Context: an optimization exercise on an open-source flow, tuned for small area and a short achievable clock period. The choices shown serve that exercise and are no tape-out recipe. The RTL of this run was laid out without a check of its function. Power figures rest on the tool's default switching activity, not on a simulated workload.

`config.mk`:
```
export PLATFORM = sky130hd
export DESIGN_NAME = alu
export DESIGN_NICKNAME = alu
export VERILOG_FILES = /design/flow/design.v
export SDC_FILE = /design/flow/constraint.sdc
export NUM_CORES = 4
export LEC_CHECK = 0
export ABC_AREA = 1
export CAP_MARGIN = 20
export CORE_MARGIN = 2
export CORE_UTILIZATION = 40
export SLEW_MARGIN = 20
```
`constraint.sdc`:
```
create_clock -name core_clock -period 30.0 [get_ports {clk_p_i}]
set_input_delay 6.0000 -clock core_clock [delete_from_list [all_inputs] [get_ports {clk_p_i}]]
set_output_delay 6.0000 -clock core_clock [all_outputs]
set_load 0.01 [all_outputs]
```
`design.v`:
```
module alu(
             clk_p_i,
             reset_n_i,
             data_a_i,
             data_b_i,
             inst_i,
             data_o
             );
      input           clk_p_i;
      input           reset_n_i;
      input   [7:0]   data_a_i;
      input   [7:0]   data_b_i;
      input   [2:0]   inst_i;
      output reg  [15:0]  data_o;
      reg     [7:0]    data_a_d1_r;
      reg     [7:0]    data_b_d1_r;
      reg     [2:0]    inst_d1_r;
      wire    [7:0]    a = data_a_d1_r;
      wire    [7:0]    b = data_b_d1_r;
      wire             op_sub = (inst_d1_r == 3'b001);
      wire             op_abs = (inst_d1_r == 3'b101);
      wire             inv    = op_sub | (op_abs & a[7]);
      wire    [7:0]    x      = op_abs ? 8'b0 : b;
      wire    [7:0]    y      = a ^ {8{inv}};
      wire    [8:0]    s      = {1'b0, x} + {1'b0, y} + {8'b0, inv};
      wire             s8     = x[7] ^ y[7] ^ s[8];
      wire    [15:0]   prod;
      wire pp_0_0 = a[0] & b[0];
      wire pp_0_1 = a[0] & b[1];
      wire pp_0_2 = a[0] & b[2];
      wire pp_0_3 = a[0] & b[3];
      wire pp_0_4 = a[0] & b[4];
      wire pp_0_5 = a[0] & b[5];
      wire pp_0_6 = a[0] & b[6];
      wire pp_0_7 = ~(a[0] & b[7]);
      wire pp_1_0 = a[1] & b[0];
      wire pp_1_1 = a[1] & b[1];
      wire pp_1_2 = a[1] & b[2];
      wire pp_1_3 = a[1] & b[3];
      wire pp_1_4 = a[1] & b[4];
      wire pp_1_5 = a[1] & b[5];
      wire pp_1_6 = a[1] & b[6];
      wire pp_1_7 = ~(a[1] & b[7]);
      wire pp_2_0 = a[2] & b[0];
      wire pp_2_1 = a[2] & b[1];
      wire pp_2_2 = a[2] & b[2];
      wire pp_2_3 = a[2] & b[3];
      wire pp_2_4 = a[2] & b[4];
      wire pp_2_5 = a[2] & b[5];
      wire pp_2_6 = a[2] & b[6];
      wire pp_2_7 = ~(a[2] & b[7]);
      wire pp_3_0 = a[3] & b[0];
      wire pp_3_1 = a[3] & b[1];
      wire pp_3_2 = a[3] & b[2];
      wire pp_3_3 = a[3] & b[3];
      wire pp_3_4 = a[3] & b[4];
      wire pp_3_5 = a[3] & b[5];
      wire pp_3_6 = a[3] & b[6];
      wire pp_3_7 = ~(a[3] & b[7]);
      wire pp_4_0 = a[4] & b[0];
      wire pp_4_1 = a[4] & b[1];
      wire pp_4_2 = a[4] & b[2];
      wire pp_4_3 = a[4] & b[3];
      wire pp_4_4 = a[4] & b[4];
      wire pp_4_5 = a[4] & b[5];
      wire pp_4_6 = a[4] & b[6];
      wire pp_4_7 = ~(a[4] & b[7]);
      wire pp_5_0 = a[5] & b[0];
      wire pp_5_1 = a[5] & b[1];
      wire pp_5_2 = a[5] & b[2];
      wire pp_5_3 = a[5] & b[3];
      wire pp_5_4 = a[5] & b[4];
      wire pp_5_5 = a[5] & b[5];
      wire pp_5_6 = a[5] & b[6];
      wire pp_5_7 = ~(a[5] & b[7]);
      wire pp_6_0 = a[6] & b[0];
      wire pp_6_1 = a[6] & b[1];
      wire pp_6_2 = a[6] & b[2];
      wire pp_6_3 = a[6] & b[3];
      wire pp_6_4 = a[6] & b[4];
      wire pp_6_5 = a[6] & b[5];
      wire pp_6_6 = a[6] & b[6];
      wire pp_6_7 = ~(a[6] & b[7]);
      wire pp_7_0 = ~(a[7] & b[0]);
      wire pp_7_1 = ~(a[7] & b[1]);
      wire pp_7_2 = ~(a[7] & b[2]);
      wire pp_7_3 = ~(a[7] & b[3]);
      wire pp_7_4 = ~(a[7] & b[4]);
      wire pp_7_5 = ~(a[7] & b[5]);
      wire pp_7_6 = ~(a[7] & b[6]);
      wire pp_7_7 = a[7] & b[7];
      wire m_1, m_2; assign {m_2,m_1} = pp_0_6 + pp_1_5;
      wire m_3, m_4; assign {m_4,m_3} = pp_0_7 + pp_1_6 + pp_2_5;
      wire m_5, m_6; assign {m_6,m_5} = pp_3_4 + pp_4_3;
      wire m_7, m_8; assign {m_8,m_7} = pp_1_7 + pp_2_6 + pp_3_5;
      wire m_9, m_10; assign {m_10,m_9} = pp_4_4 + pp_5_3 + pp_6_2;
      wire m_11, m_12; assign {m_12,m_11} = pp_2_7 + pp_3_6 + pp_4_5;
      wire m_13, m_14; assign {m_14,m_13} = pp_0_4 + pp_1_3;
      wire m_15, m_16; assign {m_16,m_15} = pp_0_5 + pp_1_4 + pp_2_3;
      wire m_17, m_18; assign {m_18,m_17} = pp_3_2 + pp_4_1;
      wire m_19, m_20; assign {m_20,m_19} = m_1 + pp_2_4 + pp_3_3;
      wire m_21, m_22; assign {m_22,m_21} = pp_4_2 + pp_5_1 + pp_6_0;
      wire m_23, m_24; assign {m_24,m_23} = m_2 + m_3 + m_5;
      wire m_25, m_26; assign {m_26,m_25} = pp_5_2 + pp_6_1 + pp_7_0;
      wire m_27, m_28; assign {m_28,m_27} = m_4 + m_6 + m_7;
      wire m_29, m_30; assign {m_30,m_29} = m_9 + pp_7_1 + 1'b1;
      wire m_31, m_32; assign {m_32,m_31} = m_8 + m_10 + m_11;
      wire m_33, m_34; assign {m_34,m_33} = pp_5_4 + pp_6_3 + pp_7_2;
      wire m_35, m_36; assign {m_36,m_35} = m_12 + pp_3_7 + pp_4_6;
      wire m_37, m_38; assign {m_38,m_37} = pp_5_5 + pp_6_4 + pp_7_3;
      wire m_39, m_40; assign {m_40,m_39} = pp_4_7 + pp_5_6 + pp_6_5;
      wire m_41, m_42; assign {m_42,m_41} = pp_0_3 + pp_1_2;
      wire m_43, m_44; assign {m_44,m_43} = m_13 + pp_2_2 + pp_3_1;
      wire m_45, m_46; assign {m_46,m_45} = m_14 + m_15 + m_17;
      wire m_47, m_48; assign {m_48,m_47} = m_16 + m_18 + m_19;
      wire m_49, m_50; assign {m_50,m_49} = m_20 + m_22 + m_23;
      wire m_51, m_52; assign {m_52,m_51} = m_24 + m_26 + m_27;
      wire m_53, m_54; assign {m_54,m_53} = m_28 + m_30 + m_31;
      wire m_55, m_56; assign {m_56,m_55} = m_32 + m_34 + m_35;
      wire m_57, m_58; assign {m_58,m_57} = m_36 + m_38 + m_39;
      wire m_59, m_60; assign {m_60,m_59} = m_40 + pp_5_7 + pp_6_6;
      wire m_61, m_62; assign {m_62,m_61} = pp_0_2 + pp_1_1;
      wire m_63, m_64; assign {m_64,m_63} = m_41 + pp_2_1 + pp_3_0;
      wire m_65, m_66; assign {m_66,m_65} = m_42 + m_43 + pp_4_0;
      wire m_67, m_68; assign {m_68,m_67} = m_44 + m_45 + pp_5_0;
      wire m_69, m_70; assign {m_70,m_69} = m_46 + m_47 + m_21;
      wire m_71, m_72; assign {m_72,m_71} = m_48 + m_49 + m_25;
      wire m_73, m_74; assign {m_74,m_73} = m_50 + m_51 + m_29;
      wire m_75, m_76; assign {m_76,m_75} = m_52 + m_53 + m_33;
      wire m_77, m_78; assign {m_78,m_77} = m_54 + m_55 + m_37;
      wire m_79, m_80; assign {m_80,m_79} = m_56 + m_57 + pp_7_4;
      wire m_81, m_82; assign {m_82,m_81} = m_58 + m_59 + pp_7_5;
      wire m_83, m_84; assign {m_84,m_83} = m_60 + pp_6_7 + pp_7_6;
      wire [15:0] mra = {1'b1,m_84,m_82,m_80,m_78,m_76,m_74,m_72,m_70,m_68,m_66,m_64,m_62,m_61,pp_0_1,pp_0_0};
      wire [15:0] mrb = {1'b0,pp_7_7,m_83,m_81,m_79,m_77,m_75,m_73,m_71,m_69,m_67,m_65,m_63,pp_2_0,pp_1_0,1'b0};
      assign prod = mra + mrb;
      wire    [7:0]    rem;
      wire    [9:0]    a1 = {2'b0, a};
      wire    [9:0]    a2 = {1'b0, a, 1'b0};
      wire    [9:0]    a3 = a1 + a2;
      genvar j;
      generate
        for (j = 1; j <= 4; j = j + 1) begin : g_div
          wire [2*j-1:0] t;
          wire [2*j-1:0] r;
          wire [2*j:0]   d1, d2, d3;
          wire           f1, f2, f3, ge1, ge2, ge3;
          if (j == 1) begin : g_first
            assign t = b[7:6];
          end else begin : g_next
            assign t = {g_div[j-1].r, b[9-2*j:8-2*j]};
          end
          assign f1 = ~|a1[9:2*j];
          assign f2 = ~|a2[9:2*j];
          assign f3 = ~|a3[9:2*j];
          assign d1 = {1'b0, t} - {1'b0, a1[2*j-1:0]};
          assign d2 = {1'b0, t} - {1'b0, a2[2*j-1:0]};
          assign d3 = {1'b0, t} - {1'b0, a3[2*j-1:0]};
          assign ge1 = f1 & ~d1[2*j];
          assign ge2 = f2 & ~d2[2*j];
          assign ge3 = f3 & ~d3[2*j];
          assign r = ge3 ? d3[2*j-1:0] : ge2 ? d2[2*j-1:0] : ge1 ? d1[2*j-1:0] : t;
        end
      endgenerate
      assign rem = g_div[4].r;
      reg     [15:0]   ALU_d2_w;
      always@ (*)
      begin
          case(inst_d1_r)
            3'b000:    ALU_d2_w = {{7{s8}}, s8, s[7:0]};
            3'b001:    ALU_d2_w = {{7{s8}}, s8, s[7:0]};
            3'b010:    ALU_d2_w = prod;
            3'b011:    ALU_d2_w = {8'b0, a & b};
            3'b100:    ALU_d2_w = {8'b0, a ^ b};
            3'b101:    ALU_d2_w = {8'b0, s[7:0]};
            3'b110:    ALU_d2_w = {8'b0, s[8:1]};
            default:   ALU_d2_w = {8'b0, rem};
          endcase
      end
      always@(posedge clk_p_i)
          data_b_d1_r <= data_b_i;
      always@(posedge clk_p_i or negedge reset_n_i)
      begin
          if (reset_n_i == 1'b0)
          begin
            data_a_d1_r <= 0;
            inst_d1_r   <= 3'b011;
            data_o <= 0;
          end
          else
          begin
            data_a_d1_r <= data_a_i;
            inst_d1_r   <= inst_i;
            data_o <= ALU_d2_w;
          end
      end
endmodule
```
`flow/run.sh`:
```
#!/bin/bash
# Layout flow: the standard ORFS flow (standard.sh) with these changes.
#  1. Synthesis runs ORFS's own synthesis script unchanged, but without the
#     full/half-adder cell map (ADDER_MAP_FILE empty), so that ABC maps the
#     adder logic together with the rest of the logic.
#  2. ABC runs flow/abc_area.script in place of ORFS's area script: the
#     synthesis step uses a copy of ORFS's scripts folder in which only that
#     file is replaced.
#  3. The port buffers that global placement inserts are buf_2 cells.
#  4. flow/settings.sh may set further ORFS variables for the layout steps
#     (for example a setup slack margin for timing repair).
# Each step's full output goes to a log file in this folder.
set -e
HERE=$(pwd)
rm -rf "$HERE/scripts"
cp -r "$FLOW_HOME/scripts" "$HERE/scripts"
cp "$HERE/flow/abc_area.script" "$HERE/scripts/abc_area.script"
export ADDER_MAP_FILE=
bash standard.sh SCRIPTS_DIR="$HERE/scripts" synth > "$HERE/log_synth.txt" 2>&1
export BUFFER_PORTS_ARGS="-buffer_cell sky130_fd_sc_hd__buf_2"
if [[ -f "$HERE/flow/settings.sh" ]]; then source "$HERE/flow/settings.sh"; fi
bash standard.sh finish > "$HERE/log_finish.txt" 2>&1
```
`flow/abc_area.script`:
```
strash
dch
map -D 5000
topo
stime -c
buffer -c
upsize -c
dnsize -c
```
`standard.sh`:
```
#!/bin/bash
# synth_recipe.tcl (not shown) runs the flow's synth.tcl, then flattens the netlist and writes it again
# the make line also repeats each setting of config.mk as NAME=value (left out here)
make -C /OpenROAD-flow-scripts/flow DESIGN_CONFIG=/design/flow/config.mk WORK_HOME=/design/flow/orfs CLKGATE_MAP_FILE= SYNTH_SCRIPT=/design/flow/synth_recipe.tcl "${@:-finish}"
```
==> summary.md <==
| Metric | Value |
|---|---|
| Outcome | no timing/DRC/antenna violations |
| Die Span Y | 122 um |
| CTS root buffer | clkbuf_16 |
| # IOs | 37 |
| Leakage power | 2.92 nW |
| Placed cells | 1159 |
| Syn avg cell area | 5.77 um2 |
| Initial Util | 40.6% |
| Reg2Reg Setup Slack | 23510 ps |
| Row Count | 43 |
| Final setup TNS | 0 ps |
| CP endpoint | data_o[8] |
| Via count | 6229 |
| Fin cells | 1167 |
| Number of hold buffers added after CTS | 0 |
| Ant diodes | 0 |
| Worst path bufs/invs | 1 |
| DPL Wire Length | 13600 um |
| IO buf count | 36 |
| Max incr delay on CP | 370 ps |
| Fmax | 147 MHz |
| Hold Path Class | flip-flop to flip-flop |
| Total CTS buffers | 5 |
| Final setup viols | 0 |
| Clock latency on the worst-skew pair | 300 ps |
| Tcrit/Tclk final | 22.7% |
| Critical path fanouts, max | 1 |
| Share of layout cells above drive strength 1 | 12.2% |
| Fin crit period | 6810 ps |
| VDD IR-drop max | 0.0237 mV |
| Power Density | 46.3 nW/um2 |
| Top Family by Delay on Critical Path | flip-flops |
| Vias in the first global route | 5673 |
| Drt total wl | 17900 um |
| FF+latch count, synth | 35 |
| Leading post-synthesis cells by cell area | nor2_1 14%, nand2_1 13%, dfrtp_1 11% |
| WL/cell | 15.3 um |
| WP depth | 1 |
| Die footprint | 15000 um2 |
| Post-synth EDFFs | 0 |
| Area share of the largest cell type after synthesis | 13.6% |
| Crit path kind | flip-flop to output port |
| Final hold vios | 0 |
| Die W | 122 um |
| Unrepaired setup endpoints after global routing | no |
| Footprint of the multi-input gates | 4160 um2 |
| CP Cell Sequence | buf_2 |
| Iteration-0 DRC Markers | 396 |
| CP startpoint | data_o[8]$_DFF_PN0_ |
| Fillers | 1577 |
| Synthesized area | 5600 um2 |
| Slew HR | 40.1% |
| Slew Viols, Final | 0 |
| Slowest cell on the critical path | dfrtp_1 |
| Most frequent cells in the layout | 203 x nor2_1, 189 x nand2_1, 92 x inv_1 |
| Syn_nets | 990 |
| Resized Gates After CTS | 0 |
| Worst-path clk slew | 60 ps |
| Ys async rst share | 77.1% |
| DR DRC count | 0 |
| CP Launch Type | flip-flop |
| Nets@finish | 1007 |
| Gate Count Post-Synth | 969 |
| Area grow syn2layout | 8.16% |
| CTS HTree Levels | 2 |
| Largest net degree at the start of global routing | 28 |
| Worst-case clock buffer depth | 2 |
| Register area | 838 um2 |
| Antenna viol nets, final | 0 |
| FF-to-FF path depth | 41 |
| FF-to-FF End | data_o[4]$_DFF_PN0_ |
| Clock tree from TritonCTS | built |
| Sequential element share of the synthesized area | 15.0% |
| Core Footprint | 13800 um2 |
| FF-to-FF Start | data_a_d1_r[5]$_DFF_PN0_ |
| Clk_skew | 9.04 ps |
| Yosys warns | 1 |
| Routability cong. | 0.951 |
| GRT overflow | 0 |
| DR pass1 iterations | 5 |
| Crit end category | output port |
| Initial antenna violation count | 0 |
| Cell taking the most area after synthesis | nor2_1 |
| Vias/cell | 5.34 |
| # Post-CTS Setup Buffers | 0 |
| Main synth FF type | dfrtp_1 |
| CTS sink count | 35 |
| Max_cap viols | 0 |
| Global-route wire length before repair | 29100 um |
| Worst Max-Slew Pin Slew | 898 ps |
| Global Route Usage Sum | 24.9% |
| Most common cell after layout, fill and taps aside | nor2_1 |
| Crit path DAT | 810 ps |
| Yosys cell types | 59 |
| Worst path required time | 24000 ps |
area by class of cell:
| type | count | area share (%) |
|---|---|---|
| multi-input combinational | 783 | 68.7 |
| clock buffer | 5 | 2.07 |
| inverter | 123 | 7.67 |
| sequential | 35 | 13.9 |
| clock inverter | 3 | 0.724 |
| tap | 180 | 3.72 |
| timing repair buffer | 38 | 3.23 |
Yosys cell counts (3+ instances only):
cell / number
nand4_1: 7
nand2_2: 7
nor3_1: 14
o211ai_1: 12
o21ai_2: 5
a21oi_1: 45
or2_2: 7
nor2_2: 8
o2111ai_1: 3
maj3_1: 5
a22o_1: 3
o21bai_1: 7
clkbuf_1: 16
and2_1: 7
dfrtp_1: 25
o21ai_0: 46
nand3_1: 44
xor2_1: 56
o21ai_1: 15
buf_2: 7
a221oi_1: 5
inv_1: 92
o31ai_1: 5
xnor2_1: 33
nand2_1: 189
a21oi_2: 6
dfxtp_1: 8
a31oi_1: 8
clkinv_1: 5
nor2_1: 203
o22ai_1: 11
a211oi_1: 3
inv_2: 25
power by group:
group          internal, mW  switching [mW]
logic                0.0582           0.100
clock network        0.0392          0.0224
registers            0.0530         0.00678
total                 0.150           0.130
tightest hold or removal path, delay by kind of cell (launching register included):
family	cells	cell delay, ps
DFF	1	390
AOI/OAI and AO/OA	2	300
registers in the layout (all words and copies together), names as in the netlist:
signal	cells
data_o	16
data_a_d1_r	8
data_b_d1_r	8
inst_d1_r	3
cell families after synthesis:
kind of cell | after synthesis | share of synthesized area (%)
xor gates and xnor gates | 89 | 13.9
DFF | 35 | 15.0
adders and majority gates | 5 | 0.894
and+or+nand+nor | 496 | 37.3
AOI/OAI and AO/OA | 193 | 22.3
buffers and inverters | 151 | 10.7
metrics by stage:
stage | util (%) | cell area (um2) | power, mW | hold slack [ps] | setup slack (ps)
after floorplan | - | 5600 | 0.184 | 676 | 23620
after global placement | 42.7 | 5880 | 0.217 | 757 | 23480
after detailed placement | 42.7 | 5880 | 0.218 | 746 | 23460
after CTS | 43.9 | 6050 | 0.280 | 768 | 23180
after global routing | 43.9 | 6050 | 0.307 | 826 | 22840
final | 43.9 | 6050 | 0.280 | 750 | 23190
worst min path at each step:
| stage | from | to | slack (ps) | cells past startpoint |
|---|---|---|---|---|
| 3_5_place_dp | inst_d1_r[1]$_DFF_PN1_ | data_o[0]$_DFF_PN0_ | 750 | 3 |
| 6_report | inst_d1_r[1]$_DFF_PN1_ | data_o[0]$_DFF_PN0_ | 750 | 2 |
| 5_1_grt | inst_d1_r[1]$_DFF_PN1_ | data_o[0]$_DFF_PN0_ | 830 | 3 |
| 3_3_place_gp | inst_d1_r[1]$_DFF_PN1_ | data_o[0]$_DFF_PN0_ | 760 | 3 |
| 4_1_cts | inst_d1_r[1]$_DFF_PN1_ | data_o[0]$_DFF_PN0_ | 770 | 2 |
| 2_1_floorplan | inst_d1_r[2]$_DFF_PN0_ | data_o[9]$_DFF_PN0_ | 680 | 3 |
metal layers:
layer / GRT usage (%) / share of wire [%]
met4: 8.69 / 3.1
met1: 34.1 / 47
met2: 40.0 / 44
met3: 3.53 / 5.8
met5: 0 / 0

[afterwards: timing with drivers on the ports]
The results above use ideal ports. As a check the final layout listed here was re-extracted and re-timed, cells and wires unchanged. Step 1 (the two cells are an assumption about what drives the block):
set clk [get_ports {clk_p_i}]
set_driving_cell -lib_cell sky130_fd_sc_hd__clkbuf_16 $clk
set_driving_cell -lib_cell sky130_fd_sc_hd__buf_2 [delete_from_list [all_inputs] $clk]
Step 2 also shifts input and output timing later by t, the mid clock arrival at the registers, as if the neighbouring blocks saw the same clock. Slacks: ideal / step 1 / step 2; pairs: ideal / step 1.
t (ns): 0.335
slack for setup (ns): 23.192 / 23.152 / 23.486
latest minus earliest clock arrival (ns): 0.010 / 0.009
pins driven straight from the clock port: 1
After both steps this run still meets setup and hold. The setup slack of this run moves by -0.040 ns with the drivers and by +0.294 ns with both steps.
